Source: an optimization exercise on an open RTL-to-GDS flow (aim: small area). Production flows keep margins and buffers that such runs may drop.
At most, simulation tests tie the RTL to the original design; equivalence was not proved.
The RTL of run 1 was laid out without a check of its function.
Power figures rest on the tool's default switching activity, not on a simulated workload.

--- flow/config.mk ---
export PLATFORM = sky130hd
export DESIGN_NAME = ping_pong
export DESIGN_NICKNAME = ping_pong
export VERILOG_FILES = /design/flow/design.v
export SDC_FILE = /design/flow/constraint.sdc
export NUM_CORES = 4
export LEC_CHECK = 0
export CAP_MARGIN = 20
export CORE_MARGIN = 2
export CORE_UTILIZATION = 40
export SLEW_MARGIN = 20
--- flow/constraint.sdc ---
create_clock -name core_clock -period 14.0 [get_ports {sysclk}]
set_input_delay 2.8000 -clock core_clock [delete_from_list [all_inputs] [get_ports {sysclk}]]
set_output_delay 2.8000 -clock core_clock [all_outputs]
set_load 0.01 [all_outputs]
--- flow/design.v ---
module timebase(input clk, input rst, output divclk, output divclk2, output divclk3,
                output rise1, output rise2, output rise3);
    reg [5:0] c;
    reg [1:0] m4;
    reg [2:0] m7;
    reg [2:0] m5;
    wire e = (c[4:0] == 5'b10001);
    wire fb = ~(c[5] ^ c[4]) ^ e;
    always @(posedge clk) begin
        if (rst) begin
            c <= 6'b110001;
            m4 <= 2'd0;
            m7 <= 3'd0;
            m5 <= 3'd0;
        end else begin
            c <= {c[4:0], fb};
            if (e) begin
                m4 <= m4 + 2'd1;
                m7 <= (m7 == 3'd6) ? 3'd0 : m7 + 3'd1;
                if (m4 == 2'd3) m5 <= (m5 == 3'd4) ? 3'd0 : m5 + 3'd1;
            end
        end
    end
    assign divclk3 = (m4 == 2'd1) || (m4 == 2'd2);
    assign rise3 = e && (m4 == 2'd0);
    assign divclk = (m7 == 3'd0) ? m4[0] : (m4[0] == m7[0]);
    assign rise1 = e && (m7 == 3'd0) && !m4[0];
    assign divclk2 = (m5 == 3'd0) ? (m4 != 2'd0) : (m5 == 3'd1) ? 1'b1 :
                     (m5 == 3'd2) ? (m4 != 2'd3) : 1'b0;
    assign rise2 = e && (m5 == 3'd0) && (m4 == 2'd0);
endmodule
module phase(input clk, input rst, input rise3, output u, output ball_on, output paddle_on1,
             output paddle_on2, output p, output D1, output D2);
    reg u, v, p;
    wire R = u & v;
    assign ball_on = (u == v);
    assign paddle_on1 = !u & v;
    assign paddle_on2 = u & !v;
    always @(posedge clk) begin
        if (rst) begin
            u <= 1'b1;
            v <= 1'b1;
            p <= 1'b0;
        end else if (rise3) begin
            u <= !u & v;
            v <= !u & !v;
            p <= !p;
        end
    end
    assign D1 = R | p;
    assign D2 = R | !p;
endmodule
module paddles(input clk, input rst, input rise2, input p1b1, input p1b2, input p2b1, input p2b2,
               output reg [2:0] P1, output reg [2:0] P2);
    function [2:0] pnext;
        input [2:0] q;
        input bdn, bup;
        reg z, f, up, dn;
        begin
            z = !q[2] & !q[0];
            f = q[2] & !q[1];
            up = bup & (bdn ? z : !f);
            dn = bdn & !bup & !z;
            pnext = up ? {q[1], q[0], !q[2]} : dn ? {!q[0], q[2], q[1]} : q;
        end
    endfunction
    always @(posedge clk) begin
        if (rst) begin
            P1 <= 3'd0;
            P2 <= 3'd0;
        end else if (rise2) begin
            P1 <= pnext(P1, p1b1, p1b2);
            P2 <= pnext(P2, p2b1, p2b2);
        end
    end
endmodule
module pbin(input [2:0] q, output [2:0] b);
    assign b = {q[2] & !q[0], q[1] & q[0], q[2] ^ q[1] ^ q[0]};
endmodule
module ballst(input clk, input rst, input en, input [2:0] P1, input [2:0] P2,
              output reg [2:0] X, output reg [2:0] Y, output reg [3:0] sc1, output reg [3:0] sc2);
    reg dl, dr, dy;
    wire yb = (Y == 3'd0);
    wire yt = (Y == 3'd7);
    wire edg = yb | yt;
    wire [2:0] Pj = yt ? P1 : P2;
    wire [2:0] Pm;
    pbin pb(Pj, Pm);
    wire [2:0] d = X - Pm;
    wire h0 = (d == 3'd0), h1 = (d == 3'd1), h2 = (d == 3'd2);
    wire miss = edg & !(h0 | h1 | h2);
    wire ndl = edg ? h0 : ((dl & (X != 3'd0)) | (dr & (X == 3'd7)));
    wire ndr = edg ? h2 : ((dr & (X != 3'd7)) | (dl & (X == 3'd0)));
    wire ndy = yb | (dy & !yt);
    wire [2:0] nX = miss ? 3'd4 : ndr ? X + 3'd1 : ndl ? X - 3'd1 : X;
    wire [2:0] nY = miss ? (yb ? 3'd5 : 3'd3) : ndy ? Y + 3'd1 : Y - 3'd1;
    always @(posedge clk) begin
        if (rst) begin
            X <= 3'd4; Y <= 3'd4; dl <= 1'b0; dr <= 1'b1; dy <= 1'b1;
            sc1 <= 4'd0; sc2 <= 4'd0;
        end else if (en) begin
            X <= nX; Y <= nY; dl <= ndl; dr <= ndr; dy <= ndy;
            if (miss & yb) sc1 <= sc1 + 4'd1;
            if (miss & yt) sc2 <= sc2 + 4'd1;
        end
    end
endmodule
module pmask(input [2:0] q, output [7:0] m);
    assign m = {q[2] & !q[1], q[2] & !q[0], q[2], q[1], q[0], !q[2], !q[2] & !q[1], !q[2] & !q[0]};
endmodule
module matrix(input ball_on, input paddle_on1, input [2:0] X, input [2:0] Y, input [2:0] P1,
              input [2:0] P2, output [7:0] Ox, output [7:0] Oy);
    wire [2:0] Pm = paddle_on1 ? P1 : P2;
    wire [7:0] pm;
    pmask mk(Pm, pm);
    assign Ox = ball_on ? (8'd1 << X) : pm;
    assign Oy = ball_on ? ~(8'd1 << Y) : paddle_on1 ? 8'b01111111 : 8'b11111110;
endmodule
module segs(input p, input [3:0] sc1, input [3:0] sc2, output reg [6:0] seg);
    wire [3:0] sc = p ? sc1 : sc2;
    always @(*) begin
        case (sc)
            4'd0: seg = 7'b1000000;
            4'd1: seg = 7'b1111001;
            4'd2: seg = 7'b0100100;
            4'd3: seg = 7'b0110000;
            4'd4: seg = 7'b0011001;
            4'd5: seg = 7'b0010010;
            4'd6: seg = 7'b0000010;
            4'd7: seg = 7'b1111000;
            4'd9: seg = 7'b0010000;
            default: seg = 7'b0000000;
        endcase
    end
endmodule
module ping_pong(Ox,Oy,sysclk,rst,p1b1,p1b2,p2b1,p2b2,divclk,divclk2,divclk3,DA,D1,D2,Dt1,Dt2);
    input sysclk;
    input rst;
    input p1b1;
    input p1b2;
    input p2b1;
    input p2b2;
    output [7:0] Ox;
    output [7:0] Oy;
    output [6:0] DA;
    output D1, D2;
    output Dt1, Dt2;
    output divclk, divclk2, divclk3;
    assign Dt1 = 1'b1;
    assign Dt2 = 1'b1;
    wire rise1, rise2, rise3, u, ball_on, paddle_on1, paddle_on2, p;
    wire [2:0] P1, P2, X, Y;
    wire [3:0] sc1, sc2;
    timebase tb(sysclk, rst, divclk, divclk2, divclk3, rise1, rise2, rise3);
    phase ph(sysclk, rst, rise3, u, ball_on, paddle_on1, paddle_on2, p, D1, D2);
    paddles pd(sysclk, rst, rise2, p1b1, p1b2, p2b1, p2b2, P1, P2);
    ballst bl(sysclk, rst, rise1 & u, P1, P2, X, Y, sc1, sc2);
    matrix mx(ball_on, paddle_on1, X, Y, P1, P2, Ox, Oy);
    segs sg(p, sc1, sc2, DA);
endmodule
--- flow/flow/run.sh ---
#!/bin/bash
# Own layout flow: the standard ORFS flow, with two synthesis changes and one
# placement change:
#  - ABC maps the logic with an area-oriented script (flow/abc_area.script)
#    instead of ORFS's speed script; the clock period is long, so timing is not at risk;
#  - no extraction of half/full adder cells, so ABC can optimise the adder logic
#    together with the rest;
#  - ports are buffered with buf_1 rather than the default buffer choice.
# Everything else (register inference, flattening, renaming, floorplan, PDN,
# placement, CTS, routing) is the standard flow, run through standard.sh.
set -euo pipefail
W=$(pwd)
S=$W/mysynth
mkdir -p $S
# synth.tcl as ORFS has it, with the ABC script replaced right after the preamble
awk -v abc="$W/flow/abc_area.script" '{print} /^source .*synth_preamble.tcl/ {print "set abc_args [list -script " abc " {*}$lib_args {*}$lib_dont_use_args -constr $::env(OBJECTS_DIR)/abc.constr]"}' \
    "$FLOW_HOME/scripts/synth.tcl" > $S/synth.tcl
grep -q "flow/abc_area.script" $S/synth.tcl
# synth_recipe.tcl, sourcing the patched synth.tcl
sed "s#\$::env(SCRIPTS_DIR)/synth.tcl#$S/synth.tcl#" $W/synth_recipe.tcl > $S/synth_recipe.tcl
grep -q "$S/synth.tcl" $S/synth_recipe.tcl
bash $W/standard.sh SYNTH_SCRIPT=$S/synth_recipe.tcl ADDER_MAP_FILE= \
    "BUFFER_PORTS_ARGS=-buffer_cell sky130_fd_sc_hd__buf_1" \
    "CTS_ARGS=-sink_clustering_enable -repair_clock_nets -dont_use_dummy_load -sink_clustering_size 40 -sink_clustering_max_diameter 300 -buf_list sky130_fd_sc_hd__clkbuf_8 -root_buf sky130_fd_sc_hd__clkbuf_8" finish > $W/flow_make.log 2>&1
--- flow/flow/abc_area.script ---
strash
fraig
dc2
balance
rewrite -z
refactor -z
rewrite -z
dch -f
amap
topo
--- flow/standard.sh ---
#!/bin/bash
# synth_recipe.tcl (not shown) runs the flow's synth.tcl, then flattens the netlist and writes it again
# the make line also repeats each setting of config.mk as NAME=value (left out here)
make -C /OpenROAD-flow-scripts/flow DESIGN_CONFIG=/design/flow/config.mk WORK_HOME=/design/flow/orfs CLKGATE_MAP_FILE= SYNTH_SCRIPT=/design/flow/synth_recipe.tcl "${@:-finish}"
==> results.json, run 1 <==
{
  "drt_iter0_markers": 178,
  "multiInputGateArea_sq_um": 1170,
  "antennaDiodeCount": 0,
  "rows": 26,
  "dr.pass1.iters": 4,
  "worstPathCellList": "clkinv_1 > nor2_1 > clkinv_1 > o22ai_1 > clkinv_1 > nor2_1 > clkinv_1 > o32ai_1 > buf_1",
  "fillers": 532,
  "grt_pass1_vias": 1960,
  "cp_common_cell": "clkinv_1",
  "top_usage_layer": "met2",
  "final.min_clock_period_ns": 4.98,
  "final_nets": 362,
  "hpwl_um": 3850,
  "fin_crit_sh": 0.355,
  "ys_warn_count": 5,
  "grt_pass1_wl_um": 9000,
  "status": "timing/DRC/antenna clean",
  "worstSkewPairLatency_ns": 0.28,
  "track_usage": 0.181,
  "finalHoldWorstSlack_ns": 0.424,
  "p_leak_uw": 0.000862,
  "core_sq_um": 5170,
  "slowest_stage": "dfxtp_1",
  "syn_inst": 315,
  "drt_wl_total_um": 5010,
  "fin_worst_skew_ns": 0.00620,
  "die_w_um": 77.6,
  "grt_remaining_overflow": 0,
  "drt-wirelength-per-cell_um": 11.8,
  "met1_usage": 0.253,
  "max_stage_delay_ns": 0.37,
  "antenna_found_initial": 0,
  "seq_area_sq_um": 801,
  "arrival_ns": 2.18,
  "initial_core_util": 0.419,
  "cts_root_buf": "clkbuf_8",
  "cts.sinks": 40,
  "vias_per_cell": 5.21,
  "grt_max_degree": 33,
  "hold_buffers": 0,
  "power.total_uw": 273,
  "post_cts_resize_count": 0,
  "hold_viol": 0,
  "drive_gt1_frac": 0.0198,
  "worst-path-buf-inv": 5,
  "use_met2": 0.275,
  "ys_seq_area_frac": 0.370,
  "ys_types": 32,
  "tightest_slew_ns": 0.583,
  "drc": 0,
  "port_buffers": 33,
  "synth-seq-cells": 40,
  "avgSynthCellArea_sq_um": 6.88,
  "slew_violations": 0,
  "ant_nets": 0,
  "power_density_nw_per_um2": 111,
  "die_h_um": 77.6,
  "pin_count": 36,
  "h-tree-depth": 2,
  "cts_made_buffers": 5,
  "slew_headroom": 0.607,
  "die_area_sq_um": 6020,
  "criticalPathCategory": "reg2out",
  "path_max_fanout": 5,
  "vdd_ir_drop_max_mv": 0.0548,
  "worstHoldPathType": "reg2reg",
  "crit_required_ns": 11.20,
  "syn_area_sq_um": 2170,
  "vias": 2207,
  "fmax_ghz": 0.201,
  "critPathTopFamily": "buffers and inverters",
  "final_util": 0.474,
  "rsz0062_at_grt": "false",
  "layout-area-overhead-vs-synth_pct": 13.1,
  "startpoint_type": "flop",
  "cts_tree": "done",
  "met3_usage": 0.0395,
  "setup_viol_count_final": 0,
  "crit_path_end_kind": "output pin",
  "cts_setup_buffers": 0,
  "tns_ns": 0,
  "clockBufferDepth": 2,
  "place.gp.congestion": 0.890,
  "drv_cap": 0,
  "clk_pin_slew_ns": 0.07
}
==> final cells by class <==
cell class | instances | share of cell area
clock buffer | 5 | 0.0281
inverter | 49 | 0.0751
multi-input combinational | 225 | 0.478
sequential | 40 | 0.327
tap | 70 | 0.0358
timing repair buffer | 35 | 0.0567
==> state kept, by name, indices dropped and copies added, names as in the netlist <==
name,count
bl.X,3
bl.Y,3
bl.dl,1
bl.dr,1
bl.dy,1
bl.sc1,4
bl.sc2,4
pd.P1,3
pd.P2,3
ph.p,1
ph.u,1
ph.v,1
tb.c,6
tb.m4,2
tb.m5,3
tb.m7,3
==> metal layers <==
metal / vias to the layer above / wire length, um
li1: 1192 / -
met1: 967 / 2560
met2: 48 / 2240
met3: 0 / 216
met4: 0 / 0
met5: - / 0
==> logic make-up (layout without fill, tap and decap cells) <==
| logic type | count (synthesis) | in the layout | share of synthesized area |
|---|---|---|---|
| compound gates | 98 | 98 | 0.282 |
| buf+inv | 51 | 89 | 0.0919 |
| simple gates | 125 | 125 | 0.255 |
| flops | 40 | 40 | 0.370 |
| other cells | 1 | 2 | 0.00173 |
==> power breakdown <==
part	leakage (uW)	switching [uW]	total (uW)	internal (uW)
clock	0.0000359	35.6	67.8	32.1
sequential	0.000326	7.72	128	120
combinational	0.000499	51.1	77.2	26.1
==> cell usage after synthesis <==
| master | n | share of area |
|---|---|---|
| and2_0 | 1 | 0.0029 |
| nand3_1 | 8 | 0.018 |
| nand2_1 | 18 | 0.031 |
| nor2_1 | 62 | 0.11 |
| nor3_1 | 16 | 0.037 |
| dfxtp_1 | 40 | 0.37 |
| o21ai_0 | 27 | 0.062 |
| o311ai_0 | 1 | 0.0040 |
| o31ai_1 | 1 | 0.0035 |
| o221ai_1 | 2 | 0.0081 |
| nor4_1 | 3 | 0.0087 |
| a211oi_1 | 5 | 0.017 |
| a31oi_1 | 8 | 0.023 |
| o32ai_1 | 2 | 0.0081 |
| a32oi_1 | 1 | 0.0040 |
| clkinv_1 | 49 | 0.085 |
| o21a_1 | 2 | 0.0069 |
| buf_4 | 2 | 0.0069 |
| a22oi_1 | 5 | 0.017 |
| o22ai_1 | 13 | 0.038 |
| conb_1 | 1 | 0.0017 |
| and3_1 | 3 | 0.0087 |
| o211a_1 | 1 | 0.0046 |
| or3_1 | 5 | 0.014 |
| a211o_1 | 1 | 0.0040 |
| or2_0 | 5 | 0.014 |
| nor2b_1 | 3 | 0.0087 |
| a2111oi_0 | 1 | 0.0040 |
| a21oi_1 | 21 | 0.049 |
| a221oi_1 | 6 | 0.024 |
| o22a_1 | 1 | 0.0040 |
| nand2b_1 | 1 | 0.0029 |
==> cells in the final DEF (no fill, tap or decap), types with 2 or more instances in the layout <==
cell type,Yosys,routed
clkbuf_8,0,5
a211oi_1,5,5
o22ai_1,13,13
nor2_1,62,62
conb_1,1,2
clkinv_1,49,49
nand2_1,18,18
o21ai_0,27,27
and3_1,3,3
or3_1,5,5
or2_0,5,5
a221oi_1,6,6
buf_1,0,33
nor4_1,3,3
a22oi_1,5,5
a31oi_1,8,8
nor2b_1,3,3
o21a_1,2,2
dfxtp_1,40,40
o221ai_1,2,2
nand3_1,8,8
nor3_1,16,16
buf_4,2,2
a21oi_1,21,21
o32ai_1,2,2
==> per-stage QoR <==
stage | area [sq um] | setup slack [ns] | std cells
after floorplan | 2170 | 9.68 | 316
after global placement | 2380 | 9.45 | 419
after detailed placement | 2380 | 9.33 | 419
after CTS | 2450 | 9.01 | 424
after global routing | 2450 | 8.71 | 424
final | 2450 | 9.02 | 424
==> worst reg2reg max path: stages, from the launching register on <==
cell      delay (ns)
dfxtp_1         0.54
clkinv_1        0.22
nor2_1          0.40
clkinv_1        0.28
o22ai_1         0.26
nand2_1         0.14
o21ai_0         0.13
a21oi_1         0.14
nor2_1          0.15
clkinv_1        0.10
nand2_1         0.08
o21ai_0         0.10
o21ai_0         0.26
o31ai_1         0.12
nor2_1          0.23
clkinv_1        0.21
nor4_1          0.38
and3_1          0.28
nand2_1         0.09
a221oi_1        0.27
==> final timing paths <==
kind | startpoint | to | slack, ns | cells past startpoint
min reg2reg | tb.c[0]$_SDFF_PP1_ | tb.c[1]$_SDFF_PP0_ | 0.42 | 2
max | ph.v$_SDFFE_PP1P_ | Ox[1] | 9.02 | 9
min | tb.c[0]$_SDFF_PP1_ | tb.c[1]$_SDFF_PP0_ | 0.42 | 2
max reg2reg | bl.Y[2]$_SDFFE_PP1P_ | bl.sc1[3]$_SDFFE_PP0P_ | 9.56 | 19
==> inputs of run 2 (changes only) <==
--- a/flow/design.v
+++ b/flow/design.v
@@ -30,7 +30,7 @@
     assign rise2 = e && (m5 == 3'd0) && (m4 == 2'd0);
 endmodule
-module phase(input clk, input rst, input rise3, output u, output ball_on, output paddle_on1,
-             output paddle_on2, output p, output D1, output D2);
-    reg u, v, p;
+module phase(input clk, input rst, input rise3, output reg u, output ball_on, output paddle_on1,
+             output paddle_on2, output reg p, output D1, output D2);
+    reg v;
     wire R = u & v;
     assign ball_on = (u == v);
--- a/flow/flow/run.sh
+++ b/flow/flow/run.sh
@@ -21,4 +21,3 @@
 grep -q "$S/synth.tcl" $S/synth_recipe.tcl
 bash $W/standard.sh SYNTH_SCRIPT=$S/synth_recipe.tcl ADDER_MAP_FILE= \
-    "BUFFER_PORTS_ARGS=-buffer_cell sky130_fd_sc_hd__buf_1" \
-    "CTS_ARGS=-sink_clustering_enable -repair_clock_nets -dont_use_dummy_load -sink_clustering_size 40 -sink_clustering_max_diameter 300 -buf_list sky130_fd_sc_hd__clkbuf_8 -root_buf sky130_fd_sc_hd__clkbuf_8" finish > $W/flow_make.log 2>&1
+    "BUFFER_PORTS_ARGS=-buffer_cell sky130_fd_sc_hd__buf_1" finish > $W/flow_make.log 2>&1
==> results.json, run 2 <==
{
  "status": "timing/DRC/antenna clean",
  "multiInputGateArea_sq_um": 1170,
  "arrival_ns": 2.18,
  "die_w_um": 77.6,
  "port_buffers": 33,
  "dr.pass1.iters": 4,
  "die_area_sq_um": 6020,
  "avgSynthCellArea_sq_um": 6.88,
  "grt_pass1_wl_um": 9010,
  "syn_area_sq_um": 2170,
  "layout-area-overhead-vs-synth_pct": 14.1,
  "cts.sinks": 40,
  "yosysMostFrequentCell": "nor2_1",
  "largest_reg_flops": 6,
  "final_cell_mix": "nor2_1, clkinv_1, dfxtp_1, buf_1, o21ai_0",
  "synth.area.top_cells": "dfxtp_1, nor2_1, clkinv_1, o21ai_0, a21oi_1",
  "grt_remaining_overflow": 0,
  "initial_core_util": 0.419,
  "cts_setup_buffers": 0,
  "drive_gt1_frac": 0.0224,
  "rows": 26,
  "dpl-instance-area_sq_um": 2380,
  "synth_compound_area_frac": 0.282,
  "fmax_ghz": 0.201,
  "crit_required_ns": 11.20,
  "grt_pass1_vias": 1958,
  "synth_simple_gate_area_frac": 0.255,
  "worstHoldPathType": "reg2reg",
  "place.gp.congestion": 0.890,
  "p_leak_uw": 0.000871,
  "drv_cap": 0,
  "top_regs": "tb.c: 6 flops, bl.sc1: 4 flops, bl.sc2: 4 flops",
  "ys_seq_area_frac": 0.370,
  "ys_types": 32,
  "largest_register": "tb.c",
  "rsz0062_at_grt": "false",
  "synth_top_area_frac": 0.370,
  "hpwl_um": 3850,
  "pin_count": 36,
  "antenna_found_initial": 0,
  "yosys.area.top_type": "dfxtp_1",
  "setup_viol_count_final": 0,
  "drc": 0,
  "ys_warn_count": 5,
  "post_cts_resize_count": 0,
  "post-route-cell-area_sq_um": 2470,
  "ys_async_sr_fraction": 0,
  "cts_root_buf": "clkbuf_8",
  "worstSkewPairLatency_ns": 0.29,
  "crit_path_end_kind": "output pin",
  "vdd_ir_drop_max_mv": 0.0607,
  "clockBufferDepth": 2,
  "final_nets": 362,
  "slew_violations": 0,
  "tightest_slew_ns": 0.581,
  "slew_headroom": 0.608,
  "finalHoldWorstSlack_ns": 0.424,
  "track_usage": 0.181,
  "drt-wirelength-per-cell_um": 11.8,
  "ant_nets": 0,
  "synth-seq-cells": 40,
  "h-tree-depth": 2,
  "synth_top_family_by_area": "compound AO/OA/AOI/OAI gates",
  "hold_buffers": 0,
  "fillers": 531,
  "cts_made_buffers": 5,
  "synth_common_cells": "nor2_1, clkinv_1, dfxtp_1",
  "dp_worst_setup_slack_ns": 9.33,
  "hold_viol": 0,
  "syn_inst": 315,
  "synth_xor_xnor_area_share": 0,
  "drt_iter0_markers": 211,
  "criticalPathCategory": "reg2out",
  "clk_pin_slew_ns": 0.07,
  "slowest_stage": "dfxtp_1",
  "grt_max_degree": 33,
  "drt_wl_total_um": 5030,
  "synthAdderAreaFrac": 0,
  "fin_crit_sh": 0.356,
  "path_max_fanout": 5,
  "cts_tree": "done",
  "antennaDiodeCount": 0,
  "final.min_clock_period_ns": 4.98,
  "seq_area_sq_um": 801,
  "synth_ff_type": "dfxtp_1",
  "power_density_nw_per_um2": 115,
  "synthMuxAreaShare": 0,
  "max_stage_delay_ns": 0.37,
  "startpoint_type": "flop",
  "final_common_cell": "nor2_1",
  "die_h_um": 77.6,
  "worstPathCellList": "clkinv_1 > nor2_1 > clkinv_1 > o22ai_1 > clkinv_1 > nor2_1 > clkinv_1 > o32ai_1 > buf_1",
  "tns_ns": 0,
  "synth_edf_count": 0,
  "fin_worst_skew_ns": 0.00702,
  "vias": 2213,
  "core_sq_um": 5170,
  "timing.final.ws_setup_ns": 9.02,
  "cp_common_cell": "clkinv_1",
  "vias_per_cell": 5.18
}
## run 2: stage by stage
stage          total power, uW  instances   util
2_1_floorplan              185        316      -
5_1_grt                    304        427  0.478
3_3_place_gp               207        419  0.460
6_report                   283        427  0.478
3_5_place_dp               207        419  0.460
4_1_cts                    286        427  0.478
## run 2: logic make-up (layout without fill, tap and decap cells)
| family | Yosys count | after routing |
|---|---|---|
| AND/OR/NAND/NOR | 125 | 125 |
| AO/OA/AOI/OAI | 98 | 98 |
| buffers and inverters | 51 | 92 |
| other | 1 | 2 |
| flip-flops | 40 | 40 |
## run 2: final cells by class
cell class,count,share of cell area
Inverter,49,0.0744
Tap cell,70,0.0354
Sequential cell,40,0.324
Multi-Input combinational cell,225,0.473
Clock buffer,8,0.0365
Timing Repair Buffer,35,0.0562
## run 2: where the power goes
group / switching [uW] / internal, uW / total, uW
clock network: 37.8 / 40.2 / 78.0
registers: 7.67 / 120 / 128
logic: 51.3 / 26.1 / 77.3
total: 96.8 / 186 / 283
## run 2: path summary, 6_finish.rpt
check,start,endpoint,slack [ns],cells after the start
min,tb.c[0]$_SDFF_PP1_,tb.c[1]$_SDFF_PP0_,0.42,2
max,ph.v$_SDFFE_PP1P_,Ox[1],9.02,9
max reg2reg,bl.Y[2]$_SDFFE_PP1P_,bl.sc1[3]$_SDFFE_PP0P_,9.56,19
min reg2reg,tb.c[0]$_SDFF_PP1_,tb.c[1]$_SDFF_PP0_,0.42,2
## run 2: critical path: cells and delay by family, from the launching register on
family,cells,cell delay (ns)
AND/OR/NAND/NOR,2,0.42
flip-flops,1,0.37
buffers and inverters,5,0.75
AO/OA/AOI/OAI,2,0.36
## run 2: layer usage
| layer | share of wire | wire length (um) | track usage |
|---|---|---|---|
| met2 | 0.44 | 2200 | 0.274 |
| met4 | 0 | 0 | 0.0607 |
| met3 | 0.051 | 255 | 0.0395 |
| met1 | 0.51 | 2570 | 0.254 |
| met5 | 0 | 0 | 0 |
==> inputs of run 3 (changes only) <==
--- a/flow/design.v
+++ b/flow/design.v
@@ -11,38 +11,43 @@
             c <= 6'b110001;
             m4 <= 2'd0;
-            m7 <= 3'd0;
-            m5 <= 3'd0;
+            m7 <= 3'b111;
+            m5 <= 3'b000;
         end else begin
             c <= {c[4:0], fb};
             if (e) begin
                 m4 <= m4 + 2'd1;
-                m7 <= (m7 == 3'd6) ? 3'd0 : m7 + 3'd1;
-                if (m4 == 2'd3) m5 <= (m5 == 3'd4) ? 3'd0 : m5 + 3'd1;
+                m7 <= {m7[1:0], m7[2] ^ m7[1]};
+                if (m4 == 2'd3) m5 <= {m5[1:0], !(m5[2] | m5[1])};
             end
         end
     end
-    assign divclk3 = (m4 == 2'd1) || (m4 == 2'd2);
+    wire m7z = m7[2] & m7[1] & m7[0];                
+    wire m7h = (m7[0] & !m7[1]) | (m7[1] & m7[2]);   
+    wire m5z = !m5[2] & !m5[0];                       
+    wire m5o = m5[0] & !m5[1];                        
+    wire m5t = m5[1] & m5[0];                         
+    assign divclk3 = m4[1] ^ m4[0];
     assign rise3 = e && (m4 == 2'd0);
-    assign divclk = (m7 == 3'd0) ? m4[0] : (m4[0] == m7[0]);
-    assign rise1 = e && (m7 == 3'd0) && !m4[0];
-    assign divclk2 = (m5 == 3'd0) ? (m4 != 2'd0) : (m5 == 3'd1) ? 1'b1 :
-                     (m5 == 3'd2) ? (m4 != 2'd3) : 1'b0;
-    assign rise2 = e && (m5 == 3'd0) && (m4 == 2'd0);
+    assign divclk = !(m4[0] ^ m7h);
+    assign rise1 = e && m7z && !m4[0];
+    assign divclk2 = m5z ? (m4 != 2'd0) : m5o ? 1'b1 : m5t ? (m4 != 2'd3) : 1'b0;
+    assign rise2 = e && m5z && (m4 == 2'd0);
 endmodule
-module phase(input clk, input rst, input rise3, output reg u, output ball_on, output paddle_on1,
+module phase(input clk, input rst, input rise3, output u, output ball_on, output paddle_on1,
              output paddle_on2, output reg p, output D1, output D2);
-    reg v;
-    wire R = u & v;
-    assign ball_on = (u == v);
-    assign paddle_on1 = !u & v;
-    assign paddle_on2 = u & !v;
+    reg s1, s0;
+    wire R = !s1 & s0;
+    assign u = s0;
+    assign ball_on = !s1;
+    assign paddle_on1 = s1 & !s0;
+    assign paddle_on2 = s1 & s0;
     always @(posedge clk) begin
         if (rst) begin
-            u <= 1'b1;
-            v <= 1'b1;
+            s1 <= 1'b0;
+            s0 <= 1'b1;
             p <= 1'b0;
         end else if (rise3) begin
-            u <= !u & v;
-            v <= !u & !v;
+            s1 <= !s0;
+            s0 <= s1 & !s0;
             p <= !p;
         end
--- a/flow/flow/run.sh
+++ b/flow/flow/run.sh
@@ -21,3 +21,4 @@
 grep -q "$S/synth.tcl" $S/synth_recipe.tcl
 bash $W/standard.sh SYNTH_SCRIPT=$S/synth_recipe.tcl ADDER_MAP_FILE= \
-    "BUFFER_PORTS_ARGS=-buffer_cell sky130_fd_sc_hd__buf_1" finish > $W/flow_make.log 2>&1
+    "BUFFER_PORTS_ARGS=-buffer_cell sky130_fd_sc_hd__buf_1" \
+    "CTS_ARGS=-sink_clustering_enable -repair_clock_nets -dont_use_dummy_load -sink_clustering_size 40 -sink_clustering_max_diameter 300 -buf_list sky130_fd_sc_hd__clkbuf_4 -root_buf sky130_fd_sc_hd__clkbuf_4" finish > $W/flow_make.log 2>&1
--- a/flow/config.mk
+++ b/flow/config.mk
@@ -8,4 +8,4 @@
 export CAP_MARGIN = 20
 export CORE_MARGIN = 2
-export CORE_UTILIZATION = 40
+export CORE_UTILIZATION = 55
 export SLEW_MARGIN = 20
==> results.json, run 3 <==
{
  "hold_buffers": 0,
  "largest_register": "tb.c",
  "synth.area.top_cells": "dfxtp_1, nor2_1, clkinv_1, o21ai_0, a21oi_1",
  "p_sw_uw": 80.7,
  "final_util": 0.631,
  "synth_ff_type": "dfxtp_1",
  "die_h_um": 65.7,
  "r2r_start": "bl.Y[0]$_SDFFE_PP0P_",
  "hold_viol": 0,
  "rr_endpoint": "bl.sc1[3]$_SDFFE_PP0P_",
  "startpoint_type": "flop",
  "place.gp.congestion": 0.915,
  "rows": 22,
  "fin_worst_skew_ns": 0.0204,
  "grt_pass1_vias": 1871,
  "avgSynthCellArea_sq_um": 6.91,
  "reg2reg_slack_ns": 9.81,
  "cp_common_cell": "clkinv_1",
  "drt_wl_total_um": 4760,
  "whs_endpoint": "tb.c[1]$_SDFF_PP0_",
  "cts_root_buf": "clkbuf_4",
  "h-tree-depth": 2,
  "largest_reg_flops": 6,
  "synth_common_cells": "nor2_1, clkinv_1, dfxtp_1",
  "rsz0062_at_grt": "false",
  "final_nets": 349,
  "worstPathCellList": "clkinv_1 > nor2_1 > clkinv_1 > o22ai_1 > clkinv_1 > o22ai_1 > buf_1",
  "fmax_ghz": 0.190,
  "worstSkewPairLatency_ns": 0.35,
  "clk_pin_slew_ns": 0.10,
  "holdPathStages": 2,
  "cts_setup_buffers": 0,
  "critPathTopFamily": "buffers and inverters",
  "post_cts_resize_count": 0,
  "syn_inst": 303,
  "vias": 2196,
  "top_regs": "tb.c: 6 flops, bl.sc1: 4 flops, bl.sc2: 4 flops",
  "slew_violations": 0,
  "crit_path_end_kind": "output pin",
  "yosys.area.top_type": "dfxtp_1",
  "dr.pass1.iters": 4,
  "synth_edf_count": 0,
  "power_density_nw_per_um2": 103,
  "ant_nets": 0,
  "drv_cap": 0,
  "cts_made_buffers": 5,
  "final.min_clock_period_ns": 5.25,
  "pwr-share-seq": 0.533,
  "vias_per_cell": 5.65,
  "final_cell_mix": "nor2_1, clkinv_1, dfxtp_1, buf_1, nand2_1",
  "track_usage": 0.235,
  "grt_max_degree": 31,
  "tns_ns": 0,
  "clockBufferDepth": 2,
  "ys_types": 28,
  "crit_required_ns": 11.20,
  "drt_iter0_markers": 118,
  "layout-area-overhead-vs-synth_pct": 10.4,
  "swShare": 0.339,
  "cts.sinks": 40,
  "arrival_ns": 2.45,
  "cts_tree": "done",
  "port_buffers": 33,
  "drt-wirelength-per-cell_um": 12.2,
  "grt_remaining_overflow": 0,
  "hpwl_um": 3690,
  "worstHoldPathType": "reg2reg",
  "drc": 0,
  "p_clk_frac": 0.212,
  "fillers": 363,
  "syn_area_sq_um": 2090,
  "yosysMostFrequentCell": "nor2_1",
  "status": "timing/DRC/antenna clean",
  "grt_pass1_wl_um": 7900,
  "synth-seq-cells": 40,
  "drive_gt1_frac": 0.0176,
  "p_leak_uw": 0.000811,
  "combPwrFrac": 0.255,
  "antennaDiodeCount": 0,
  "fin_crit_sh": 0.375,
  "vdd_ir_drop_max_mv": 0.0724,
  "setup_viol_count_final": 0,
  "final_common_cell": "nor2_1",
  "core_sq_um": 3660,
  "finalHoldWorstSlack_ns": 0.436,
  "die_w_um": 65.7,
  "die_area_sq_um": 4320,
  "initial_core_util": 0.572,
  "min_from": "tb.c[0]$_SDFF_PP1_",
  "reg2reg_depth": 22,
  "path_max_fanout": 14,
  "antenna_found_initial": 0,
  "max_stage_delay_ns": 0.44,
  "slowest_stage": "dfxtp_1",
  "criticalPathCategory": "reg2out",
  "ys_async_sr_fraction": 0,
  "worst-path-buf-inv": 4,
  "synth_top_area_frac": 0.383,
  "pin_count": 36,
  "ys_seq_area_frac": 0.383,
  "timing.final.ws_setup_ns": 8.75,
  "intPower_uw": 158,
  "dp_worst_setup_slack_ns": 9.16,
  "ys_warn_count": 5
}
-- run 3: how the worst max path moves through the flow --
stage | slack, ns | start | cells past startpoint | to
3_3_place_gp | 9.22 | ph.s1$_SDFFE_PP0P_ | 7 | Ox[7]
3_5_place_dp | 9.16 | ph.s1$_SDFFE_PP0P_ | 7 | Ox[0]
6_report | 8.75 | ph.s1$_SDFFE_PP0P_ | 7 | Ox[7]
5_1_grt | 8.51 | ph.s1$_SDFFE_PP0P_ | 7 | Ox[7]
2_1_floorplan | 9.57 | ph.s1$_SDFFE_PP0P_ | 6 | Ox[7]
4_1_cts | 8.77 | ph.s1$_SDFFE_PP0P_ | 7 | Ox[7]
-- run 3: metrics by stage --
stage                     std cells  cell area [sq um]  power [uW]
after detailed placement        384               2270         190
after global routing            389               2310         254
after global placement          384               2270         189
after CTS                       389               2310         240
final                           389               2310         238
after floorplan                 304               2100         172
-- run 3: power groups by stage --
stage	Clock (uW)	Combinational, uW	Sequential [uW]
3_3_place_gp	0	59.8	129
4_1_cts	52.0	60.9	127
2_1_floorplan	0	44.7	128
5_1_grt	57.1	68.9	128
3_5_place_dp	0	60.7	129
6_report	50.5	60.8	127
-- run 3: logic make-up after synthesis --
family | count (synthesis) | share of synthesized area
other | 1 | 0.00179
and+or+nand+nor | 127 | 0.267
DFF | 40 | 0.383
buffers and inverters | 46 | 0.0861
AOI/OAI and AO/OA | 89 | 0.262
-- run 3: final cells by class --
class,count,area (sq um),share of cell area
clock buffers,5,37.5,0.0162
inverters,44,165,0.0715
multi-input cells,218,1120,0.483
flip-flops and latches,40,801,0.347
well taps,48,60.1,0.0260
repair buffers,34,131,0.0568
-- run 3: worst min-delay path: stages, from the launching register on --
cell and delay (ns):
dfxtp_1 0.32, clkinv_1 0.05, nor2_1 0.04
-- run 3: per-layer routing --
layer	GRT usage	vias to the layer above	part of all wire
met5	0	-	0
met2	0.389	67	0.45
met1	0.300	976	0.47
li1	-	1145	-
met4	0.0703	0	0.014
met3	0.0582	8	0.064
==> inputs of run 4 (changes only) <==
--- a/flow/flow/run.sh
+++ b/flow/flow/run.sh
@@ -22,3 +22,3 @@
 bash $W/standard.sh SYNTH_SCRIPT=$S/synth_recipe.tcl ADDER_MAP_FILE= \
     "BUFFER_PORTS_ARGS=-buffer_cell sky130_fd_sc_hd__buf_1" \
-    "CTS_ARGS=-sink_clustering_enable -repair_clock_nets -dont_use_dummy_load -sink_clustering_size 40 -sink_clustering_max_diameter 300 -buf_list sky130_fd_sc_hd__clkbuf_4 -root_buf sky130_fd_sc_hd__clkbuf_4" finish > $W/flow_make.log 2>&1
+    "CTS_ARGS=-sink_clustering_enable -repair_clock_nets -dont_use_dummy_load -sink_clustering_size 40 -sink_clustering_max_diameter 300 -buf_list sky130_fd_sc_hd__clkbuf_8 -root_buf sky130_fd_sc_hd__clkbuf_8" finish > $W/flow_make.log 2>&1
--- a/flow/config.mk
+++ b/flow/config.mk
@@ -8,4 +8,4 @@
 export CAP_MARGIN = 20
 export CORE_MARGIN = 2
-export CORE_UTILIZATION = 55
+export CORE_UTILIZATION = 40
 export SLEW_MARGIN = 20
==> results.json, run 4 <==
{
  "status": "timing/DRC/antenna clean",
  "grt_max_degree": 31,
  "rsz0062_at_grt": "false",
  "synth_edf_count": 0,
  "port_buffers": 33,
  "synth_xor_xnor_area_share": 0,
  "synth_top_area_frac": 0.383,
  "ant_nets": 0,
  "final.min_clock_period_ns": 5.25,
  "top_regs": "tb.c: 6 flops, bl.sc1: 4 flops, bl.sc2: 4 flops",
  "rows": 26,
  "dp_worst_setup_slack_ns": 9.09,
  "largest_register": "tb.c",
  "ys_seq_area_frac": 0.383,
  "largest_reg_flops": 6,
  "worstSkewPairLatency_ns": 0.30,
  "final_util": 0.467,
  "clockBufferDepth": 2,
  "criticalPathCategory": "reg2out",
  "hpwl_um": 3830,
  "synthMuxAreaShare": 0,
  "cts_tree": "done",
  "drv_cap": 0,
  "cts_setup_buffers": 0,
  "syn_inst": 303,
  "final_cell_mix": "nor2_1, clkinv_1, dfxtp_1, buf_1, nand2_1",
  "combPwrFrac": 0.234,
  "startpoint_type": "flop",
  "clk_pin_slew_ns": 0.08,
  "tns_ns": 0,
  "drt-wirelength-per-cell_um": 12.2,
  "syn_area_sq_um": 2090,
  "synth_compound_area_frac": 0.262,
  "path_max_fanout": 14,
  "ys_warn_count": 5,
  "drt_wl_total_um": 5030,
  "post_cts_resize_count": 0,
  "synth_ff_type": "dfxtp_1",
  "grt_pass1_wl_um": 8810,
  "synth_top_family_by_area": "simple AND/OR/NAND/NOR gates",
  "drc": 0,
  "arrival_ns": 2.45,
  "grt_remaining_overflow": 0,
  "die_w_um": 76.3,
  "vdd_ir_drop_max_mv": 0.0587,
  "slew_violations": 0,
  "vias_per_cell": 5.19,
  "avgSynthCellArea_sq_um": 6.91,
  "fin_crit_sh": 0.375,
  "die_area_sq_um": 5830,
  "hold_buffers": 0,
  "antennaDiodeCount": 0,
  "drt_iter0_markers": 100,
  "crit_path_end_kind": "output pin",
  "holdPathStages": 2,
  "synth.area.top_cells": "dfxtp_1, nor2_1, clkinv_1, o21ai_0, a21oi_1",
  "p_sw_uw": 85.1,
  "h-tree-depth": 2,
  "core_sq_um": 5070,
  "cts.sinks": 40,
  "reg2reg_depth": 22,
  "ys_async_sr_fraction": 0,
  "swShare": 0.330,
  "hold_viol": 0,
  "power_density_nw_per_um2": 109,
  "pwr-share-seq": 0.492,
  "place.gp.congestion": 0.864,
  "synth_simple_gate_area_frac": 0.267,
  "cts_root_buf": "clkbuf_8",
  "layout-area-overhead-vs-synth_pct": 13.2,
  "fmax_ghz": 0.190,
  "die_h_um": 76.3,
  "drive_gt1_frac": 0.0176,
  "pin_count": 36,
  "fin_worst_skew_ns": 0.0156,
  "synthAdderAreaFrac": 0,
  "synth-seq-cells": 40,
  "crit_required_ns": 11.20,
  "track_usage": 0.183,
  "p_clk_frac": 0.273,
  "final_common_cell": "nor2_1",
  "setup_viol_count_final": 0,
  "antenna_found_initial": 0,
  "cts_made_buffers": 5,
  "intPower_uw": 173,
  "initial_core_util": 0.412,
  "vias": 2134,
  "synth_common_cells": "nor2_1, clkinv_1, dfxtp_1",
  "timing.final.ws_setup_ns": 8.75,
  "dr.pass1.iters": 4,
  "worstHoldPathType": "reg2reg",
  "ys_types": 28,
  "yosysMostFrequentCell": "nor2_1",
  "grt_pass1_vias": 1948,
  "p_leak_uw": 0.000823,
  "final_nets": 349,
  "yosys.area.top_type": "dfxtp_1"
}
run 4: cell types whose count changed in the layout (fill, tap and decap cells not counted):
cell / before / now
clkbuf_4: 5 / 0
clkbuf_8: 0 / 5
run 4: worst max-delay path: stages (launching register included):
cell and delay, ns:
dfxtp_1 0.43, clkinv_1 0.35, nor2_1 0.38, clkinv_1 0.22
o22ai_1 0.24, clkinv_1 0.13, o22ai_1 0.22, buf_1 0.18
run 4: layout make-up:
cell class / count / area [sq um]
Tap cell: 70 / 87.6
Multi-Input combinational cell: 218 / 1120
Fill cell: 538 / 2710
Inverter: 44 / 165
Sequential cell: 40 / 801
Clock buffer: 5 / 68.8
Timing Repair Buffer: 34 / 131
run 4: cell families after synthesis:
group | Yosys count
simple gates | 127
other cells | 1
flops | 40
compound gates | 89
buf+inv | 46
run 4: power groups by stage:
| stage | combinational, uW | clock (uW) | sequential (uW) |
|---|---|---|---|
| 6_report | 60.5 | 70.5 | 127 |
| 5_1_grt | 69.3 | 76.0 | 128 |
| 4_1_cts | 60.8 | 72.5 | 127 |
| 3_5_place_dp | 60.5 | 0 | 130 |
| 3_3_place_gp | 60.8 | 0 | 130 |
| 2_1_floorplan | 44.7 | 0 | 128 |
run 4: path summary, 6_finish.rpt:
kind                            end  slack [ns]            startpoint
max reg2reg  bl.sc1[3]$_SDFFE_PP0P_        9.83  bl.Y[0]$_SDFFE_PP0P_
max                           Ox[0]        8.75    ph.s1$_SDFFE_PP0P_
min reg2reg      tb.c[1]$_SDFF_PP0_        0.44    tb.c[0]$_SDFF_PP1_
min              tb.c[1]$_SDFF_PP0_        0.44    tb.c[0]$_SDFF_PP1_
run 4: routing by layer:
| layer | wire, um | share of wire | GRT usage | up-vias |
|---|---|---|---|---|
| met3 | 155 | 0.031 | 0.0308 | 9 |
| met4 | 80 | 0.016 | 0.0691 | 0 |
| met2 | 2310 | 0.46 | 0.304 | 41 |
| met5 | 0 | 0 | 0 | - |
| li1 | - | - | - | 1140 |
| met1 | 2480 | 0.49 | 0.238 | 944 |
run 4: metrics by stage:
step	total power, uW	hold slack [ns]	area (sq um)	std cells
after floorplan	172	0.402	2100	304
after global placement	190	0.423	2300	406
after detailed placement	190	0.421	2300	406
after CTS	260	0.438	2370	411
after global routing	273	0.446	2370	411
final	258	0.438	2370	411
==> inputs of run 5 (changes only) <==
--- a/flow/design.v
+++ b/flow/design.v
@@ -85,9 +85,9 @@
 module ballst(input clk, input rst, input en, input [2:0] P1, input [2:0] P2,
               output reg [2:0] X, output reg [2:0] Y, output reg [3:0] sc1, output reg [3:0] sc2);
-    reg dl, dr, dy;
+    reg mv, rt, dy;
     wire yb = (Y == 3'd0);
     wire yt = (Y == 3'd7);
     wire edg = yb | yt;
-    wire [2:0] Pj = yt ? P1 : P2;
+    wire [2:0] Pj = dy ? P1 : P2;
     wire [2:0] Pm;
     pbin pb(Pj, Pm);
@@ -95,15 +95,15 @@
     wire h0 = (d == 3'd0), h1 = (d == 3'd1), h2 = (d == 3'd2);
     wire miss = edg & !(h0 | h1 | h2);
-    wire ndl = edg ? h0 : ((dl & (X != 3'd0)) | (dr & (X == 3'd7)));
-    wire ndr = edg ? h2 : ((dr & (X != 3'd7)) | (dl & (X == 3'd0)));
-    wire ndy = yb | (dy & !yt);
-    wire [2:0] nX = miss ? 3'd4 : ndr ? X + 3'd1 : ndl ? X - 3'd1 : X;
-    wire [2:0] nY = miss ? (yb ? 3'd5 : 3'd3) : ndy ? Y + 3'd1 : Y - 3'd1;
+    wire nmv = edg ? (h0 | h2) : mv;
+    wire nrt = edg ? h2 : ((X == 3'd0) | (rt & (X != 3'd7)));
+    wire ndy = dy ^ edg;
+    wire [2:0] nX = miss ? 3'd4 : !nmv ? X : nrt ? X + 3'd1 : X - 3'd1;
+    wire [2:0] nY = miss ? (dy ? 3'd3 : 3'd5) : ndy ? Y + 3'd1 : Y - 3'd1;
     always @(posedge clk) begin
         if (rst) begin
-            X <= 3'd4; Y <= 3'd4; dl <= 1'b0; dr <= 1'b1; dy <= 1'b1;
+            X <= 3'd4; Y <= 3'd4; mv <= 1'b1; rt <= 1'b1; dy <= 1'b1;
             sc1 <= 4'd0; sc2 <= 4'd0;
         end else if (en) begin
-            X <= nX; Y <= nY; dl <= ndl; dr <= ndr; dy <= ndy;
+            X <= nX; Y <= nY; mv <= nmv; rt <= nrt; dy <= ndy;
             if (miss & yb) sc1 <= sc1 + 4'd1;
             if (miss & yt) sc2 <= sc2 + 4'd1;
==> results.json, run 5 <==
{
  "dp_worst_setup_slack_ns": 9.14,
  "holdPathStages": 2,
  "synth_edf_count": 0,
  "drc": 0,
  "tightest_slew_ns": 0.559,
  "rows": 26,
  "port_buffers": 33,
  "fin_cells": 397,
  "path_max_fanout": 14,
  "p_leak_uw": 0.000797,
  "core_sq_um": 5040,
  "fillers": 524,
  "cts_tree": "done",
  "min_from": "tb.c[0]$_SDFF_PP1_",
  "dr.pass1.iters": 5,
  "worstSkewPairLatency_ns": 0.29,
  "syn_inst": 289,
  "fin_worst_skew_ns": 0.0170,
  "yosys.area.top_type": "dfxtp_1",
  "drt-wirelength-per-cell_um": 11.6,
  "arrival_ns": 2.38,
  "largest_reg_flops": 6,
  "drv_cap": 0,
  "timing.final.ws_setup_ns": 8.82,
  "die_h_um": 75.7,
  "synth-seq-cells": 40,
  "ys_async_sr_fraction": 0,
  "critPathTopFamily": "buffers and inverters",
  "worst-path-buf-inv": 4,
  "post-route-cell-area_sq_um": 2330,
  "setup_viol_count_final": 0,
  "antennaDiodeCount": 0,
  "cts_root_buf": "clkbuf_8",
  "crit_start": "ph.s1$_SDFFE_PP0P_",
  "multiInputGateArea_sq_um": 1090,
  "status": "timing/DRC/antenna clean",
  "vias": 2060,
  "swShare": 0.326,
  "ys_seq_area_frac": 0.390,
  "top_regs": "tb.c: 6 flops, bl.sc1: 4 flops, bl.sc2: 4 flops",
  "synth.area.top_cells": "dfxtp_1, nor2_1, clkinv_1, o21ai_0, o22ai_1",
  "final_cell_mix": "nor2_1, clkinv_1, dfxtp_1, buf_1",
  "largest_register": "tb.c",
  "combPwrFrac": 0.241,
  "tns_ns": 0,
  "post_cts_resize_count": 0,
  "synth_common_cells": "nor2_1, clkinv_1, dfxtp_1",
  "cts_setup_buffers": 0,
  "h-tree-depth": 2,
  "drt_wl_total_um": 4610,
  "cts_made_buffers": 5,
  "antenna_found_initial": 0,
  "pin_count": 36,
  "criticalPathCategory": "reg2out",
  "final_nets": 335,
  "worstPathCellList": "clkinv_1 > nor2_1 > clkinv_1 > o22ai_1 > clkinv_1 > o32ai_1 > buf_1",
  "placed_cells": 392,
  "grt_max_degree": 35,
  "power_density_nw_per_um2": 110,
  "synth_ff_type": "dfxtp_1",
  "rsz0062_at_grt": "false",
  "ys_warn_count": 5,
  "drt_iter0_markers": 99,
  "fin_crit_sh": 0.370,
  "final.min_clock_period_ns": 5.18,
  "initial_core_util": 0.407,
  "max_stage_delay_ns": 0.44,
  "place.gp.congestion": 0.812,
  "clockBufferDepth": 2,
  "rr_endpoint": "bl.sc2[3]$_SDFFE_PP0P_",
  "seq_area_sq_um": 801,
  "crit_path_end_kind": "output pin",
  "final_common_cell": "nor2_1",
  "dpl-instance-area_sq_um": 2260,
  "crit_required_ns": 11.20,
  "hpwl_um": 3550,
  "worstHoldPathType": "reg2reg",
  "layout-area-overhead-vs-synth_pct": 13.5,
  "fmax_ghz": 0.193,
  "avgSynthCellArea_sq_um": 7.11,
  "syn_area_sq_um": 2050,
  "drive_gt1_frac": 0.0183,
  "grt_pass1_vias": 1745,
  "vias_per_cell": 5.19,
  "cp_common_cell": "clkinv_1",
  "die_area_sq_um": 5730,
  "slew_violations": 0,
  "yosysMostFrequentCell": "nor2_1",
  "slew_headroom": 0.625,
  "grt_pass1_wl_um": 7780,
  "power.total_uw": 257,
  "cts.sinks": 40,
  "clk_pin_slew_ns": 0.07,
  "synth_top_area_frac": 0.390,
  "p_clk_frac": 0.265,
  "grt_remaining_overflow": 0,
  "vdd_ir_drop_max_mv": 0.0549,
  "die_w_um": 75.7,
  "track_usage": 0.177,
  "hold_buffers": 0,
  "startpoint_type": "flop",
  "reg2reg_depth": 19,
  "intPower_uw": 173,
  "slowest_stage": "dfxtp_1",
  "reg2reg_slack_ns": 10.09,
  "whs_endpoint": "tb.c[1]$_SDFF_PP0_",
  "p_sw_uw": 83.7,
  "ant_nets": 0,
  "hold_viol": 0,
  "ys_types": 32,
  "r2r_start": "bl.dy$_SDFFE_PP1P_",
  "pwr-share-seq": 0.495
}
run 5: logic make-up (layout without fill, tap and decap cells):
| logic type | Yosys count | count (layout) | synth area share |
|---|---|---|---|
| AO/OA/AOI/OAI | 90 | 90 | 0.280 |
| buffers and inverters | 43 | 80 | 0.0822 |
| flip-flops | 40 | 40 | 0.390 |
| other | 1 | 2 | 0.00183 |
| AND/OR/NAND/NOR | 115 | 115 | 0.246 |
run 5: layout make-up:
type,count,share of cell area
Tap cell,70,0.0376
Clock buffer,5,0.0295
Sequential cell,40,0.344
Inverter,41,0.0660
Timing Repair Buffer,34,0.0564
Multi-Input combinational cell,207,0.467
run 5: worst max path at each step:
stage | end | slack (ns) | cells after the start
after global placement | Ox[7] | 9.26 | 7
after detailed placement | Ox[7] | 9.14 | 7
after floorplan | Ox[0] | 9.58 | 6
after CTS | Ox[7] | 8.83 | 7
after global routing | Ox[7] | 8.63 | 7
final | Ox[7] | 8.82 | 7
run 5: routing by layer:
metal	global-route usage	up-vias	wire length, um
li1	-	1118	-
met1	0.236	888	2260
met2	0.295	49	2070
met3	0.0397	5	245
met4	0.0409	0	42
met5	0	-	0
run 5: stage by stage:
step,hold WS [ns],utilization
after floorplan,0.402,-
after global placement,0.419,0.449
after detailed placement,0.416,0.449
after CTS,0.434,0.462
after global routing,0.469,0.462
final,0.431,0.462
run 5: power by group through the flow:
stage          combinational, uW  sequential [uW]  clock (uW)
2_1_floorplan               45.9              128           0
4_1_cts                     62.2              127        72.0
3_5_place_dp                62.1              130           0
5_1_grt                     71.2              128        74.9
6_report                    61.9              127        68.0
3_3_place_gp                61.6              130           0
run 5: worst register-to-register path, cell delays in order (launching register included):
cell      delay, ns
dfxtp_1        0.49
clkinv_1       0.24
o22a_1         0.23
nand2_1        0.11
o21ai_0        0.11
nor2_1         0.11
a21oi_1        0.07
nor2_1         0.19
clkinv_1       0.11
a21oi_1        0.17
nor2_1         0.07
a21oi_1        0.16
a211oi_1       0.09
a21oi_1        0.19
o21ai_0        0.23
nor2_1         0.40
and3_1         0.27
and2_0         0.20
nand2_1        0.09
a221oi_1       0.29
==> inputs of run 6 (changes only) <==
--- a/flow/flow/run.sh
+++ b/flow/flow/run.sh
@@ -22,3 +22,3 @@
 bash $W/standard.sh SYNTH_SCRIPT=$S/synth_recipe.tcl ADDER_MAP_FILE= \
     "BUFFER_PORTS_ARGS=-buffer_cell sky130_fd_sc_hd__buf_1" \
-    "CTS_ARGS=-sink_clustering_enable -repair_clock_nets -dont_use_dummy_load -sink_clustering_size 40 -sink_clustering_max_diameter 300 -buf_list sky130_fd_sc_hd__clkbuf_8 -root_buf sky130_fd_sc_hd__clkbuf_8" finish > $W/flow_make.log 2>&1
+    "CTS_ARGS=-sink_clustering_enable -repair_clock_nets -dont_use_dummy_load -sink_clustering_size 40 -sink_clustering_max_diameter 300 -buf_list sky130_fd_sc_hd__clkbuf_4 -root_buf sky130_fd_sc_hd__clkbuf_4" finish > $W/flow_make.log 2>&1
--- a/flow/config.mk
+++ b/flow/config.mk
@@ -8,4 +8,4 @@
 export CAP_MARGIN = 20
 export CORE_MARGIN = 2
-export CORE_UTILIZATION = 40
+export CORE_UTILIZATION = 55
 export SLEW_MARGIN = 20
==> results.json, run 6 <==
{
  "fmax_ghz": 0.194,
  "p_leak_uw": 0.000784,
  "synth-seq-cells": 40,
  "antennaDiodeCount": 0,
  "fillers": 365,
  "top_usage_layer": "met2",
  "ys_seq_area_frac": 0.390,
  "synth_top_area_frac": 0.390,
  "syn_area_sq_um": 2050,
  "final_common_cell": "nor2_1",
  "criticalPathCategory": "reg2out",
  "cts_tree": "done",
  "grt_pass1_vias": 1799,
  "ys_warn_count": 5,
  "ant_nets": 0,
  "tns_ns": 0,
  "fin_crit_sh": 0.369,
  "met3_usage": 0.0599,
  "rows": 22,
  "cts_setup_buffers": 0,
  "port_buffers": 33,
  "drt_wl_total_um": 4490,
  "drv_cap": 0,
  "synth_common_cells": "nor2_1, clkinv_1, dfxtp_1",
  "status": "timing/DRC/antenna clean",
  "yosys.area.top_type": "dfxtp_1",
  "clockBufferDepth": 2,
  "final_cell_mix": "nor2_1, clkinv_1, dfxtp_1, buf_1",
  "pin_count": 36,
  "path_max_fanout": 14,
  "vdd_ir_drop_max_mv": 0.0661,
  "grt_remaining_overflow": 0,
  "drc": 0,
  "hold_viol": 0,
  "final.min_clock_period_ns": 5.17,
  "slew_headroom": 0.619,
  "startpoint_type": "flop",
  "die_w_um": 65.1,
  "arrival_ns": 2.37,
  "timing.final.ws_setup_ns": 8.83,
  "cts_root_buf": "clkbuf_4",
  "layout-area-overhead-vs-synth_pct": 10.6,
  "cts.sinks": 40,
  "worstHoldPathType": "reg2reg",
  "clk_pin_slew_ns": 0.12,
  "die_h_um": 65.1,
  "crit_path_end_kind": "output pin",
  "final_nets": 335,
  "drt_iter0_markers": 122,
  "synth.area.top_cells": "dfxtp_1, nor2_1, clkinv_1, o21ai_0, o22ai_1",
  "ys_types": 32,
  "power.total_uw": 238,
  "use_met2": 0.379,
  "ys_async_sr_fraction": 0,
  "place.gp.congestion": 0.833,
  "die_area_sq_um": 4240,
  "tightest_slew_ns": 0.568,
  "rsz0062_at_grt": "false",
  "grt_pass1_wl_um": 7850,
  "fin_worst_skew_ns": 0.0283,
  "synth_ff_type": "dfxtp_1",
  "cts_made_buffers": 5,
  "h-tree-depth": 2,
  "dr.pass1.iters": 4,
  "crit_required_ns": 11.20,
  "yosysMostFrequentCell": "nor2_1",
  "syn_inst": 289,
  "vias": 2068,
  "largest_reg_flops": 6,
  "vias_per_cell": 5.51,
  "power_density_nw_per_um2": 105,
  "fin_cells": 375,
  "top_regs": "tb.c: 6 flops, bl.sc1: 4 flops, bl.sc2: 4 flops",
  "track_usage": 0.237,
  "avgSynthCellArea_sq_um": 7.11,
  "antenna_found_initial": 0,
  "placed_cells": 370,
  "post_cts_resize_count": 0,
  "worstSkewPairLatency_ns": 0.34,
  "met1_usage": 0.312,
  "grt_max_degree": 35,
  "finalHoldWorstSlack_ns": 0.445,
  "hpwl_um": 3360,
  "dp_worst_setup_slack_ns": 9.18,
  "drive_gt1_frac": 0.0183,
  "setup_viol_count_final": 0,
  "largest_register": "tb.c",
  "synth_edf_count": 0,
  "core_sq_um": 3630,
  "slew_violations": 0,
  "initial_core_util": 0.565,
  "drt-wirelength-per-cell_um": 12.0,
  "hold_buffers": 0
}
==> run 6: kinds of logic after synthesis <==
family	after synthesis	share of synthesized area
flip-flops	40	0.390
buffers and inverters	43	0.0822
other	1	0.00183
AND/OR/NAND/NOR	115	0.246
AO/OA/AOI/OAI	90	0.280
==> run 6: final cells by class <==
| cell class | instances | area [sq um] | share of cell area |
|---|---|---|---|
| Timing Repair Buffer | 34 | 131 | 0.0578 |
| Clock buffer | 5 | 37.5 | 0.0165 |
| Multi-Input combinational cell | 207 | 1090 | 0.479 |
| Sequential cell | 40 | 801 | 0.352 |
| Inverter | 41 | 154 | 0.0677 |
| Tap cell | 48 | 60.1 | 0.0264 |
==> run 6: final timing paths <==
kind	start	end	slack, ns	cells past startpoint
worst max register to register	bl.dy$_SDFFE_PP1P_	bl.sc2[3]$_SDFFE_PP0P_	9.99	19
worst min-delay path	tb.c[0]$_SDFF_PP1_	tb.c[1]$_SDFF_PP0_	0.44	2
worst max-delay path	ph.s1$_SDFFE_PP0P_	Ox[7]	8.83	7
worst min register to register	tb.c[0]$_SDFF_PP1_	tb.c[1]$_SDFF_PP0_	0.44	2
==> run 6: critical path: stages (launching register included) <==
cell	delay (ns)
dfxtp_1	0.44
clkinv_1	0.36
nor2_1	0.38
clkinv_1	0.22
o22ai_1	0.22
clkinv_1	0.12
o32ai_1	0.13
buf_1	0.17
==> run 6: through the flow <==
step | area, sq um | utilization
6_report | 2270 | 0.625
5_1_grt | 2270 | 0.625
4_1_cts | 2270 | 0.625
3_5_place_dp | 2230 | 0.615
3_3_place_gp | 2230 | 0.615
2_1_floorplan | 2060 | -
==> run 6: routing by layer <==
| layer | vias to the layer above | share of wire |
|---|---|---|
| met5 | - | 0 |
| met4 | 0 | 0.016 |
| met3 | 6 | 0.055 |
| met2 | 50 | 0.44 |
| met1 | 910 | 0.49 |
| li1 | 1102 | - |
==> run 6: report_power, final <==
group | total, uW | switching (uW) | internal, uW | leakage, uW
combinational | 61.4 | 40.3 | 21.0 | 0.000435
clock | 49.9 | 33.1 | 16.8 | 0.0000230
sequential | 127 | 6.89 | 120 | 0.000326
total | 238 | 80.3 | 158 | 0.000784
==> inputs of run 7 (changes only) <==
==> flow/flow/abc_area.script (replaced) <==
strash
drf
fraig
drw
resub
dc2
resub -K 8 -z
dc2 -b
dch -f
amap -F 50 -A 50
topo
--- a/flow/config.mk
+++ b/flow/config.mk
@@ -8,4 +8,4 @@
 export CAP_MARGIN = 20
 export CORE_MARGIN = 2
-export CORE_UTILIZATION = 55
+export CORE_UTILIZATION = 60
 export SLEW_MARGIN = 20
==> results.json, run 7 <==
{
  "ys_warn_count": 5,
  "synth_common_cells": "clkinv_1, dfxtp_1, o21ai_0",
  "hold_viol": 0,
  "finalHoldWorstSlack_ns": 0.431,
  "rows": 21,
  "clockBufferDepth": 2,
  "reg2reg_slack_ns": 10.05,
  "min_from": "tb.c[0]$_SDFF_PP1_",
  "place.gp.congestion": 0.907,
  "yosys.area.top_type": "dfxtp_1",
  "rr_endpoint": "bl.sc1[3]$_SDFFE_PP0P_",
  "pin_count": 36,
  "largest_reg_flops": 6,
  "synth_top_area_frac": 0.395,
  "antennaDiodeCount": 0,
  "worstHoldPathType": "reg2reg",
  "r2r_start": "bl.dy$_SDFFE_PP1P_",
  "drive_gt1_frac": 0.0190,
  "worst-path-buf-inv": 4,
  "die_w_um": 62.1,
  "rsz0062_at_grt": "false",
  "status": "timing/DRC/antenna clean",
  "die_h_um": 62.1,
  "dr.pass1.iters": 5,
  "synth.area.top_cells": "dfxtp_1, o21ai_0, clkinv_1, nor2_1, o22ai_1",
  "synth-seq-cells": 40,
  "vias": 2107,
  "startpoint_type": "flop",
  "final_nets": 324,
  "cts_made_buffers": 5,
  "p_leak_uw": 0.000793,
  "seq_area_sq_um": 801,
  "crit_required_ns": 11.20,
  "syn_area_sq_um": 2030,
  "critPathTopFamily": "buffers and inverters",
  "criticalPathCategory": "reg2out",
  "top_regs": "tb.c: 6 flops, bl.sc1: 4 flops, bl.sc2: 4 flops",
  "drt_iter0_markers": 139,
  "die_area_sq_um": 3860,
  "reg2reg_depth": 20,
  "ys_types": 31,
  "cts_tree": "done",
  "max_stage_delay_ns": 0.47,
  "fin_worst_skew_ns": 0.0287,
  "hpwl_um": 3360,
  "drv_cap": 0,
  "post_cts_resize_count": 0,
  "ys_seq_area_frac": 0.395,
  "final.min_clock_period_ns": 5.16,
  "slowest_stage": "dfxtp_1",
  "synth_edf_count": 0,
  "setup_viol_count_final": 0,
  "drc": 0,
  "port_buffers": 33,
  "slew_headroom": 0.610,
  "hold_buffers": 0,
  "dpl-instance-area_sq_um": 2210,
  "post-route-cell-area_sq_um": 2240,
  "path_max_fanout": 13,
  "avgSynthCellArea_sq_um": 7.30,
  "track_usage": 0.244,
  "h-tree-depth": 2,
  "grt_remaining_overflow": 0,
  "ys_async_sr_fraction": 0,
  "largest_register": "tb.c",
  "grt_pass1_vias": 1787,
  "final_util": 0.683,
  "vdd_ir_drop_max_mv": 0.0640,
  "fillers": 292,
  "clk_pin_slew_ns": 0.11,
  "synth_ff_type": "dfxtp_1",
  "fin_crit_sh": 0.369,
  "final_cell_mix": "clkinv_1, dfxtp_1, o21ai_0, buf_1, nor2_1",
  "cts_setup_buffers": 0,
  "drt_wl_total_um": 4510,
  "worstPathCellList": "clkinv_1 > nor2_1 > clkinv_1 > o22ai_1 > clkinv_1 > o32ai_1 > buf_1",
  "crit_path_end_kind": "output pin",
  "layout-area-overhead-vs-synth_pct": 10.6,
  "holdPathStages": 2,
  "yosysMostFrequentCell": "clkinv_1",
  "power_density_nw_per_um2": 110,
  "slew_violations": 0,
  "arrival_ns": 2.36,
  "fmax_ghz": 0.194,
  "worstSkewPairLatency_ns": 0.34,
  "antenna_found_initial": 0,
  "ant_nets": 0,
  "final_common_cell": "clkinv_1",
  "cp_common_cell": "clkinv_1",
  "grt_max_degree": 24,
  "cts.sinks": 40,
  "grt_pass1_wl_um": 7750,
  "multiInputGateArea_sq_um": 1060,
  "initial_core_util": 0.618,
  "tightest_slew_ns": 0.578,
  "syn_inst": 278,
  "whs_endpoint": "tb.c[1]$_SDFF_PP0_",
  "cts_root_buf": "clkbuf_4",
  "core_sq_um": 3280,
  "tns_ns": 0,
  "drt-wirelength-per-cell_um": 12.4,
  "vias_per_cell": 5.82
}
## run 7: cell count changes in the layout (fill, tap and decap cells not counted), sizes merged, moves of 3 or more
cell	change
a211oi	+3
a21oi	-3
nand4	+5
nor2	-20
nor3	-6
o21ai	+14
o22ai	+3
## run 7: cell families (layout without fill, tap and decap cells)
kind of cell | after synthesis | in the layout | share of synthesized area
DFF | 40 | 40 | 0.395
AOI/OAI and AO/OA | 108 | 108 | 0.333
buffers and inverters | 43 | 80 | 0.0833
other | 1 | 2 | 0.00185
and+or+nand+nor | 86 | 86 | 0.187
## run 7: layout make-up
type	count	share of cell area
inverter	41	0.0686
sequential	40	0.357
tap	46	0.0257
timing repair buffer	34	0.0586
clock buffer	5	0.0167
multi-input combinational	196	0.474
## run 7: through the flow
| stage | total power (uW) | setup slack, ns | cells |
|---|---|---|---|
| 6_report | 248 | 8.84 | 362 |
| 5_1_grt | 263 | 8.55 | 362 |
| 4_1_cts | 247 | 8.85 | 362 |
| 3_5_place_dp | 199 | 9.21 | 357 |
| 3_3_place_gp | 198 | 9.30 | 357 |
| 2_1_floorplan | 180 | 9.60 | 279 |
## run 7: worst max-delay path by stage
| stage | start | cells after the start | end | slack [ns] |
|---|---|---|---|---|
| global placement | ph.s1$_SDFFE_PP0P_ | 7 | Ox[7] | 9.30 |
| detailed placement | ph.s1$_SDFFE_PP0P_ | 7 | Ox[7] | 9.21 |
| global route | ph.s1$_SDFFE_PP0P_ | 7 | Ox[0] | 8.55 |
| CTS | ph.s1$_SDFFE_PP0P_ | 7 | Ox[7] | 8.85 |
| finish | ph.s1$_SDFFE_PP0P_ | 7 | Ox[7] | 8.84 |
| floorplan | ph.s1$_SDFFE_PP0P_ | 6 | Ox[0] | 9.60 |
## run 7: layer usage
metal	GRT usage	vias to the layer above	routed length, um
li1	-	1101	-
met1	0.321	933	2230
met2	0.397	71	1980
met3	0.0616	2	257
met4	0.0778	0	34
met5	0	-	0
## run 7: worst register-to-register path: cells and delay by family, from the launching register on
family                 cells  cell delay (ns)
AOI/OAI and AO/OA          8             1.54
buffers and inverters      2             0.35
DFF                        1             0.44
and+or+nand+nor           10             1.59
## run 7: where the power goes
group	switching, uW	internal, uW
Combinational	46.0	23.3
Clock	33.2	16.8
Sequential	7.59	121
Total	86.7	161

re-timing with driven ports:
Ports are ideal in the flow. The routed layouts listed here were re-timed in OpenROAD. Step 1 (the two cells are an assumption about what drives the block):
set clk [get_ports {sysclk}]
set_driving_cell -lib_cell sky130_fd_sc_hd__clkbuf_16 $clk
set_driving_cell -lib_cell sky130_fd_sc_hd__buf_2 [delete_from_list [all_inputs] $clk]
Step 2, shift: input delay + t, output delay - t, t = (earliest + latest rising clock arrival at the registers) / 2. This alone moves slack from input paths to output paths. a / b / c = ideal / step 1 / step 2; a / b = the first two.
run	shift t [ns]	setup slack, ns	worst slew at a driven data input, ns
run 1	0.306	9.024 / 8.999 / 9.305	0.04
run 2	0.308	9.018 / 8.992 / 9.300	0.03
run 3	0.361	8.745 / 8.723 / 9.084	0.03
run 4	0.315	8.747 / 8.721 / 9.036	0.03
run 5	0.307	8.817 / 8.793 / 9.100	0.03
run 6	0.359	8.833 / 8.805 / 9.164	0.03
run 7	0.352	8.837 / 8.812 / 9.163	0.03
After both steps setup and hold are still met in every run listed.
